From an optimization exercise on the open Yosys and OpenROAD flow, aimed at small area; shortcuts taken in it are not production practice. Function was checked by simulation only, so behaviour that the tests miss may differ from the original. No activity file was given, so power comes from the tool's default toggle rates.

==> flow/design.v (outline; a module is shown in full before it is edited, if it fits) <==
// module rca: 18 lines
// module ge_r: 15 lines
// module fpadd: 49 lines
// module fpadd_pos: 27 lines
// module fpmul_tail: 24 lines
// module mant_mul: 262 lines
// module fpmul: 9 lines
// module mulc_0_0: 124 lines
// module mulc_0_1: 125 lines
// module mulc_0_2: 122 lines
// module mulc_0_3: 124 lines
// module mulc_0_4: 122 lines
// module mulc_0_5: 122 lines
// module mulc_0_6: 125 lines
// module mulc_0_7: 118 lines
// module mulc_0_8: 125 lines
// module mulc_0_9: 125 lines
// module mulc_0_10: 125 lines
// module mulc_0_11: 125 lines
// module mulc_0_12: 125 lines
// module mulc_0_13: 125 lines
// module mulc_0_14: 125 lines
// module mulc_0_15: 125 lines
// module mulc_1_0: 122 lines
// module mulc_1_1: 105 lines
// module mulc_1_2: 122 lines
// module mulc_1_3: 118 lines
// module mulc_1_4: 122 lines
// module mulc_1_5: 121 lines
// module mulc_1_6: 122 lines
// module mulc_1_7: 122 lines
// module mulc_1_8: 105 lines
// module mulc_1_9: 122 lines
// module mulc_1_10: 125 lines
// module mulc_1_11: 122 lines
// module mulc_1_12: 125 lines
// module mulc_1_13: 125 lines
// module mulc_1_14: 122 lines
// module mulc_1_15: 125 lines
// module mulc_2_0: 118 lines
// module mulc_2_1: 118 lines
// module mulc_2_2: 122 lines
// module mulc_2_3: 104 lines
// module mulc_2_4: 102 lines
// module mulc_2_5: 122 lines
// module mulc_2_6: 71 lines
// module mulc_2_7: 118 lines
// module mulc_2_8: 125 lines
// module mulc_2_9: 118 lines
// module mulc_2_10: 56 lines
// module mulc_2_11: 121 lines
// module mulc_2_12: 121 lines
// module mulc_2_13: 76 lines
// module mulc_2_14: 118 lines
// module mulc_2_15: 121 lines
// module CNNEngine: 1278 lines
module CNNEngine(
  input         clock,
  input         reset,
  input  [15:0] io_inputA_0,
  input  [15:0] io_inputA_1,
  input  [15:0] io_inputA_2,
  input  [15:0] io_inputA_3,
  input  [15:0] io_inputA_4,
  input  [15:0] io_inputA_5,
  input  [15:0] io_inputA_6,
  input  [15:0] io_inputA_7,
  input  [15:0] io_inputA_8,
  input  [15:0] io_inputB_0,
  input  [15:0] io_inputB_1,
  input  [15:0] io_inputB_2,
  input  [15:0] io_inputB_3,
  input  [15:0] io_inputB_4,
  input  [15:0] io_inputB_5,
  input  [15:0] io_inputB_6,
  input  [15:0] io_inputB_7,
  input  [15:0] io_inputB_8,
  input  [2:0]  io_DemuxSel0,
  input  [2:0]  io_DemuxSel,
  input         io_DemuxEn0_0,
  input         io_DemuxEn0_1,
  input         io_DemuxEn0_2,
  input         io_DemuxEn0_3,
  input         io_DemuxEn0_4,
  input         io_DemuxEn0_5,
  input         io_DemuxEn0_6,
  input         io_DemuxEn0_7,
  input         io_DemuxEn_0,
  input         io_DemuxEn_1,
  input         io_DemuxEn_2,
  input         io_DemuxEn_3,
  input         io_DemuxEn_4,
  input         io_DemuxEn_5,
  input         io_DemuxEn_6,
  input         io_DemuxEn_7,
  input         io_DemuxEn_8,
  input         io_DemuxEn_9,
  input         io_DemuxEn_10,
  input         io_DemuxEn_11,
  input         io_DemuxEn_12,
  input         io_DemuxEn_13,
  input         io_DemuxEn_14,
  input         io_DemuxEn_15,
  input         io_DemuxEn_16,
  input         io_DemuxEn_17,
  input         io_DemuxEn_18,
  input         io_DemuxEn_19,
  input         io_DemuxEn_20,
  input         io_DemuxEn_21,
  input         io_DemuxEn_22,
  input         io_DemuxEn_23,
  input         io_DemuxEn_24,
  input         io_DemuxEn_25,
  input         io_DemuxEn_26,
  input         io_DemuxEn_27,
  input         io_DemuxEn_28,
  input         io_DemuxEn_29,
  input         io_DemuxEn_30,
  input         io_DemuxEn_31,
  input         io_DemuxEn_32,
  input         io_DemuxEn_33,
  input         io_DemuxEn_34,
  input         io_DemuxEn_35,
  input         io_DemuxEn_36,
  input         io_DemuxEn_37,
  input         io_DemuxEn_38,
  input         io_DemuxEn_39,
  input         io_DemuxEn_40,
  input         io_DemuxEn_41,
  input         io_DemuxEn_42,
  input         io_DemuxEn_43,
  input         io_DemuxEn_44,
  input         io_DemuxEn_45,
  input         io_DemuxEn_46,
  input         io_DemuxEn_47,
  input         io_DemuxEn_48,
  input         io_DemuxEn_49,
  input         io_DemuxEn_50,
  input         io_DemuxEn_51,
  input         io_DemuxEn_52,
  input         io_DemuxEn_53,
  input         io_DemuxEn_54,
  input         io_DemuxEn_55,
  input         io_DemuxEn_56,
  input         io_DemuxEn_57,
  input         io_DemuxEn_58,
  input         io_DemuxEn_59,
  input         io_DemuxEn_60,
  input         io_DemuxEn_61,
  input         io_DemuxEn_62,
  input         io_DemuxEn_63,
  input  [1:0]  io_FCMuxSel,
  input         io_FCDemuxEn_0,
  input         io_FCDemuxEn_1,
  input         io_FCDemuxEn_2,
  // ...
==> flow/flow/run.sh <==
#!/bin/bash
set -euo pipefail
WORK=$(pwd)
rm -rf "$WORK/scripts_abc"
cp -r "$FLOW_HOME/scripts" "$WORK/scripts_abc"
cp "$WORK/flow/abc.script" "$WORK/scripts_abc/abc_speed.script"
export SCRIPTS_DIR="$WORK/scripts_abc"
export ADDER_MAP_FILE=""
export BUFFER_PORTS_ARGS="-buffer_cell sky130_fd_sc_hd__buf_1"
bash "$WORK/standard.sh" > "$WORK/standard_flow.log" 2>&1
==> flow/flow/abc.script <==
strash
&get -n
&fraig -x
&put
balance
rewrite
refactor
balance
rewrite
rewrite -z
balance
refactor -z
rewrite -z
balance
dc2
dch -f
amap -m -F 3 -A 8
strash
balance
rewrite
refactor
balance
rewrite
rewrite -z
balance
refactor -z
rewrite -z
balance
dc2
dch -f
amap -m -F 3 -A 8
strash
dc2
dch -f
amap -m -F 3 -A 8
==> flow/standard.sh <==
#!/bin/bash
# synth_recipe.tcl (not shown) runs the flow's synth.tcl, then flattens the netlist and writes it again
# the make line also repeats each setting of config.mk as NAME=value (left out here)
make -C /OpenROAD-flow-scripts/flow DESIGN_CONFIG=/design/flow/config.mk WORK_HOME=/design/flow/orfs CLKGATE_MAP_FILE= SYNTH_SCRIPT=/design/flow/synth_recipe.tcl "${@:-finish}"
==> flow/config.mk <==
export PLATFORM = sky130hd
export DESIGN_NAME = CNNEngine
export DESIGN_NICKNAME = CNNEngine
export VERILOG_FILES = /design/flow/design.v
export SDC_FILE = /design/flow/constraint.sdc
export NUM_CORES = 8
export LEC_CHECK = 0
export CAP_MARGIN = 35
export CORE_MARGIN = 2
export CORE_UTILIZATION = 40
export CTS_BUF_LIST = sky130_fd_sc_hd__clkbuf_4
export SLEW_MARGIN = 30
==> flow/constraint.sdc <==
create_clock -name core_clock -period 18.0 [get_ports {clock}]
set_input_delay 3.6000 -clock core_clock [delete_from_list [all_inputs] [get_ports {clock}]]
set_output_delay 3.6000 -clock core_clock [all_outputs]
set_load 0.01 [all_outputs]
==> flow_summary_export.csv, run 1 <==
group,metric,value,unit
run_status,outcome,"complete, no violations",
yosys,muxShareOfSynthArea,0,
sta,slew_viol_final,0,
yosys,synth_area,255000,sq um
final_layout,fin_cells,51277,
detailed_routing,route.detailed.drc,0,
clock_network,cts.clk_slew.worst_paths,0.06,ns
final_layout,diodes,82,
sta,setup_viol,0,
sta,maxSlewHeadroom,0.308,
clock_network,hold_buffers,0,
global_route,met3_usage,0.0513,
final_layout,design.seq.count,3272,
yosys,ys.flop_type,"dfxtp_1",
worst_hold_path,holdPathStages,0,
power,powerComb,33.6,mW
clock_network,htree_levels,6,
detailed_routing,wl_met3,90300,um
final_layout,layout.nets,42490,
job,max_cap_violations,0,
placement,gp_routability_congestion,1.00,
floorplan,taps,8407,
sta,fmax,0.0736,GHz
floorplan,initial_core_util,0.401,
worst_hold_path,hp-class,"reg -> reg",
global_route,grt_usage,0.306,
final_layout,multi_input_gates,33094,
final_layout,multi_input_area_share,0.618,
final_layout,seq_share,0.231,
floorplan,chipHeight,802,um
clock_network,root_buffer,"clkbuf_4",
power,p_int,23.8,mW
yosys,synth_top_family_by_area,"compound AO/OA/AOI/OAI gates",
final_layout,fillers,67127,
global_route,antenna_found_initial,158,
sta,setup_tns,0,ns
==> run 2: changes to the inputs <==
==> flow/flow/abc.script (replaced) <==
strash
&get -n
&fraig -x
&put
balance -l
resub -K 6 -l
rewrite -l
resub -K 6 -N 2 -l
refactor -l
resub -K 8 -l
balance -l
resub -K 8 -N 2 -l
rewrite -l
resub -K 10 -l
rewrite -z -l
resub -K 10 -N 2 -l
balance -l
resub -K 12 -l
refactor -z -l
resub -K 12 -N 2 -l
rewrite -z -l
balance -l
dc2
dch -f
amap -m -F 3 -A 8
strash
balance -l
resub -K 6 -l
rewrite -l
resub -K 6 -N 2 -l
refactor -l
resub -K 8 -l
balance -l
resub -K 8 -N 2 -l
rewrite -l
resub -K 10 -l
rewrite -z -l
resub -K 10 -N 2 -l
balance -l
resub -K 12 -l
refactor -z -l
resub -K 12 -N 2 -l
rewrite -z -l
balance -l
dc2
dch -f
amap -m -F 3 -A 8
strash
dc2
dch -f
amap -m -F 3 -A 8
==> run 2 against run 1 <==
Still clean on timing, DRC and antenna. Fmax increased by 0.99%. Clock skew rose by 0.14 ns. Synthesized area decreased by 0.84%. Clock power up 1%. Wire length up 2.4%. Cell count fell by 1.7%. Combinational power barely moved. Critical endpoint is now c1_3[10]$_SDFF_PP0_. Largest power group unchanged.
==> flow_summary_export.csv, run 2 <==
group,metric,value,unit
global_route,met3_usage,0.0621,
critical_path,path_common_cell,"nor2_1",
yosys,yosysSeqAreaShare,0.259,
detailed_routing,wl_per_cell,21.4,um
final_layout,final_common_cell,"nor2_1",
clock_network,clock_latency,1.93,ns
final_layout,layout-drive-gt1-share,0.0462,
sta,clock_skew,0.299,ns
global_route,grtUsageMet1,0.408,
clock_network,hold_buffers,0,
global_route,grt_usage,0.317,
clock_network,cts.clk_slew.worst_paths,0.07,ns
yosys,synth_cell_type_count,60,
floorplan,io_pins,554,
yosys,synthTopCellsByCount,"nor2_1 (7224), o22ai_1 (5519), o21ai_0 (4786)",
run_status,outcome,"complete, no violations",
sta,setup_tns,0,ns
clock_network,post_cts_buffers,0,
yosys,syn_inst,39267,
final_layout,syn_to_final_growth,11.5,%
critical_path,crit_path_end_kind,"flip-flop",
critical_path,path_max_fanout,26,
global_route,grt_pass1_wl,1600000,um
sta,worst_pin_slew,1.14,ns
critical_path,start_kind,"flip-flop",
global_route,antenna_found_initial,119,
sta,fmax,0.0743,GHz
sta,slew_viol_final,0,
critical_path,critPathArrivalTime,15.11,ns
global_route,top_usage_layer,"met2",
detailed_routing,drtIter0Drc,33459,
detailed_routing,ant_nets,0,
placement,hpwl,842000,um
floorplan,die_area,638000,sq um
clock_network,cts.sinks,3272,
power,powerDensity,181,nW/um^2
placement,post_dp_cell_area,269000,sq um
final_layout,postLayoutCellArea,282000,sq um
final_layout,fillers,66416,
yosys,synth_area,253000,sq um
detailed_routing,avgViaCountPerCell,6.14,
global_route,grt_overflow_total,0,
yosys,yosys-top-cells-area,"dfxtp_1 (26%), o22ai_1 (14%), nor2_1 (11%)",
sta,finalCritPeriodShare,0.747,
yosys,ys_async_sr_fraction,0,
detailed_routing,drt_pre_antenna_iters,11,
clock_network,clk_path_buf_depth,4,
sta,min_period,13.45,ns
critical_path,crit_buf_inv,7,
critical_path,critPathKind,"reg -> reg",
job,max_cap_violations,0,
yosys,syn_area_per_cell,6.43,sq um
detailed_routing,route.detailed.drc,0,
final_layout,layout.nets,41571,
detailed_routing,vias,309354,
sta,rsz0062_at_grt,"false",
clock_network,cts_tree,"built",
yosys,synth-edff-count,0,
yosys,ys_ff_latch,3272,
sta,setup_viol,0,
global_route,grt_pass1_vias,272440,
critical_path,critical-path-top-delay-family,"compound AO/OA/AOI/OAI gates",
yosys,yosys_warnings,2,
floorplan,row_count,291,
critical_path,crit_slowest_cell,"o21ai_0",
clock_network,numCtsBuffers,858,
placement,io_buffers,542,
clock_network,htree_levels,6,
clock_network,post_cts_resized,0,
critical_path,critPathMaxStageDelay,0.70,ns
critical_path,cp.required,19.65,ns
final_layout,final_cell_mix,"nor2_1 (7214), o22ai_1 (5517), o21ai_0 (4727), nand2_1 (4088), clkinv_1 (3921)",
global_route,grtUsageMet2,0.497,
global_route,grt_max_degree,111,
floorplan,core,628000,sq um
yosys,ys.flop_type,"dfxtp_1",
clock_network,root_buffer,"clkbuf_4",
power,cellLeakagePower,97.9,nW
floorplan,initial_core_util,0.402,
floorplan,chipHeight,799,um
yosys,yosys.area.top_type,"dfxtp_1",
yosys,synth_top_area_frac,0.259,
sta,maxSlewHeadroom,0.238,
sta,hold_viol,0,
detailed_routing,routed_wl,1080000,um
power,irDropWorstVdd,0.000196,V
worst_hold_path,hp-class,"reg -> reg",
placement,gp_routability_congestion,1.01,
sta,holdWs,0.289,ns
yosys,synth.most_common_cell,"nor2_1",
floorplan,die_width,799,um
==> run 2: changes by cell type in the layout (fill, tap and decap cells not counted), moves of 83 or more <==
cell | before | now
o21ai_0 | 4921 | 4727
o22a_1 | 1064 | 1452
a21o_1 | 532 | 632
nor2_1 | 7930 | 7214
a21oi_1 | 3371 | 3288
and2_0 | 409 | 191
diode_2 | 82 | 170
nand2_1 | 3921 | 4088
a31oi_1 | 427 | 327
nor4_1 | 345 | 262
==> run 2: cell families (layout without fill, tap and decap cells) <==
logic type / count (synthesis) / in the layout / share of synthesized area
other: 1 / 181 / 0.0000149
and+or+nand+nor: 13345 / 13345 / 0.216
buffers and inverters: 3743 / 6329 / 0.0558
DFF: 3272 / 3272 / 0.259
xor gates and xnor gates: 1 / 1 / 0.0000347
AOI/OAI and AO/OA: 18905 / 18905 / 0.469
==> run 2: area by class of cell <==
type / instances / area [sq um] / area share
multi-input cells: 32262 / 173000 / 0.615
repair buffers: 1071 / 6430 / 0.0228
inverters: 3732 / 14100 / 0.0500
clock buffers: 1179 / 8850 / 0.0314
flip-flops and latches: 3272 / 65500 / 0.233
well taps: 8350 / 10400 / 0.0371
clock inverters: 347 / 2620 / 0.00930
diodes: 170 / 425 / 0.00151
==> run 2: worst paths after layout <==
kind,from,to,slack [ns],cells past startpoint
setup reg to reg,cp_6[0]$_SDFF_PP0_,c1_3[10]$_SDFF_PP0_,4.55,71
hold / removal,fl4_2_0[2]$_SDFF_PP0_,fl5_2[2]$_DFF_P_,0.29,0
setup / recovery,cp_6[0]$_SDFF_PP0_,c1_3[10]$_SDFF_PP0_,4.55,71
hold reg to reg,fl4_2_0[2]$_SDFF_PP0_,fl5_2[2]$_DFF_P_,0.29,0
==> run 2: worst reg2reg max path: cells and delay by family (launching register included) <==
kind,cells,cell delay [ns]
AO/OA/AOI/OAI,29,5.86
flip-flops,1,0.38
AND/OR/NAND/NOR,35,5.17
buffers and inverters,7,1.93
==> run 2: per-stage QoR <==
stage / worst slack, ns / total power [mW] / instances / utilization
detailed placement: 4.63 / 43.1 / 48654 / 0.429
floorplan: 0.0529 / 33.8 / 39277 / -
finish: 4.55 / 50.9 / 50383 / 0.448
CTS: 4.56 / 50.4 / 50180 / 0.447
global placement: 3.94 / 43.0 / 48596 / 0.428
global route: 2.70 / 55.1 / 50307 / 0.448
==> run 2: metal layers <==
metal | part of all wire | vias to the layer above
met3 | 0.091 | 2558
met5 | 0.00043 | -
met2 | 0.43 | 13900
li1 | - | 153237
met4 | 0.060 | 60
met1 | 0.42 | 139599
==> run 2: power breakdown <==
group | switching (mW) | internal [mW] | total [mW]
clock | 3.41 | 3.53 | 6.94
combinational | 22.1 | 11.8 | 33.9
sequential | 1.40 | 8.69 | 10.1
total | 26.9 | 24.0 | 50.9

-- separate check: timing with driven ports --
How much do the figures lean on ideal ports? The routed layouts below were timed once more, with nothing changed but the port constraints.
Step 1: set_driving_cell puts a clkbuf_16 on clock and a buf_2 on each other input, an assumption about the parent block.
Step 2 times the ports against the registers' clock, not the clock port: input delays grow and output delays shrink by t, the midpoint of the rising clock arrivals with the driver on.
Three values: no drivers, after step 1, after step 2; two values: the first two.
| run | t (ns) | setup WS [ns] | cell pins on the clock port's net |
|---|---|---|---|
| run 1 | 1.998 | 4.412 / 4.412 / 4.340 | 1 |
| run 2 | 1.924 | 4.546 / 4.546 / 4.546 | 1 |
After both steps every run listed still meets setup and hold. The setup slack of run 1, which loses most, moves by 0.000 ns with the drivers and by -0.072 ns with both steps.
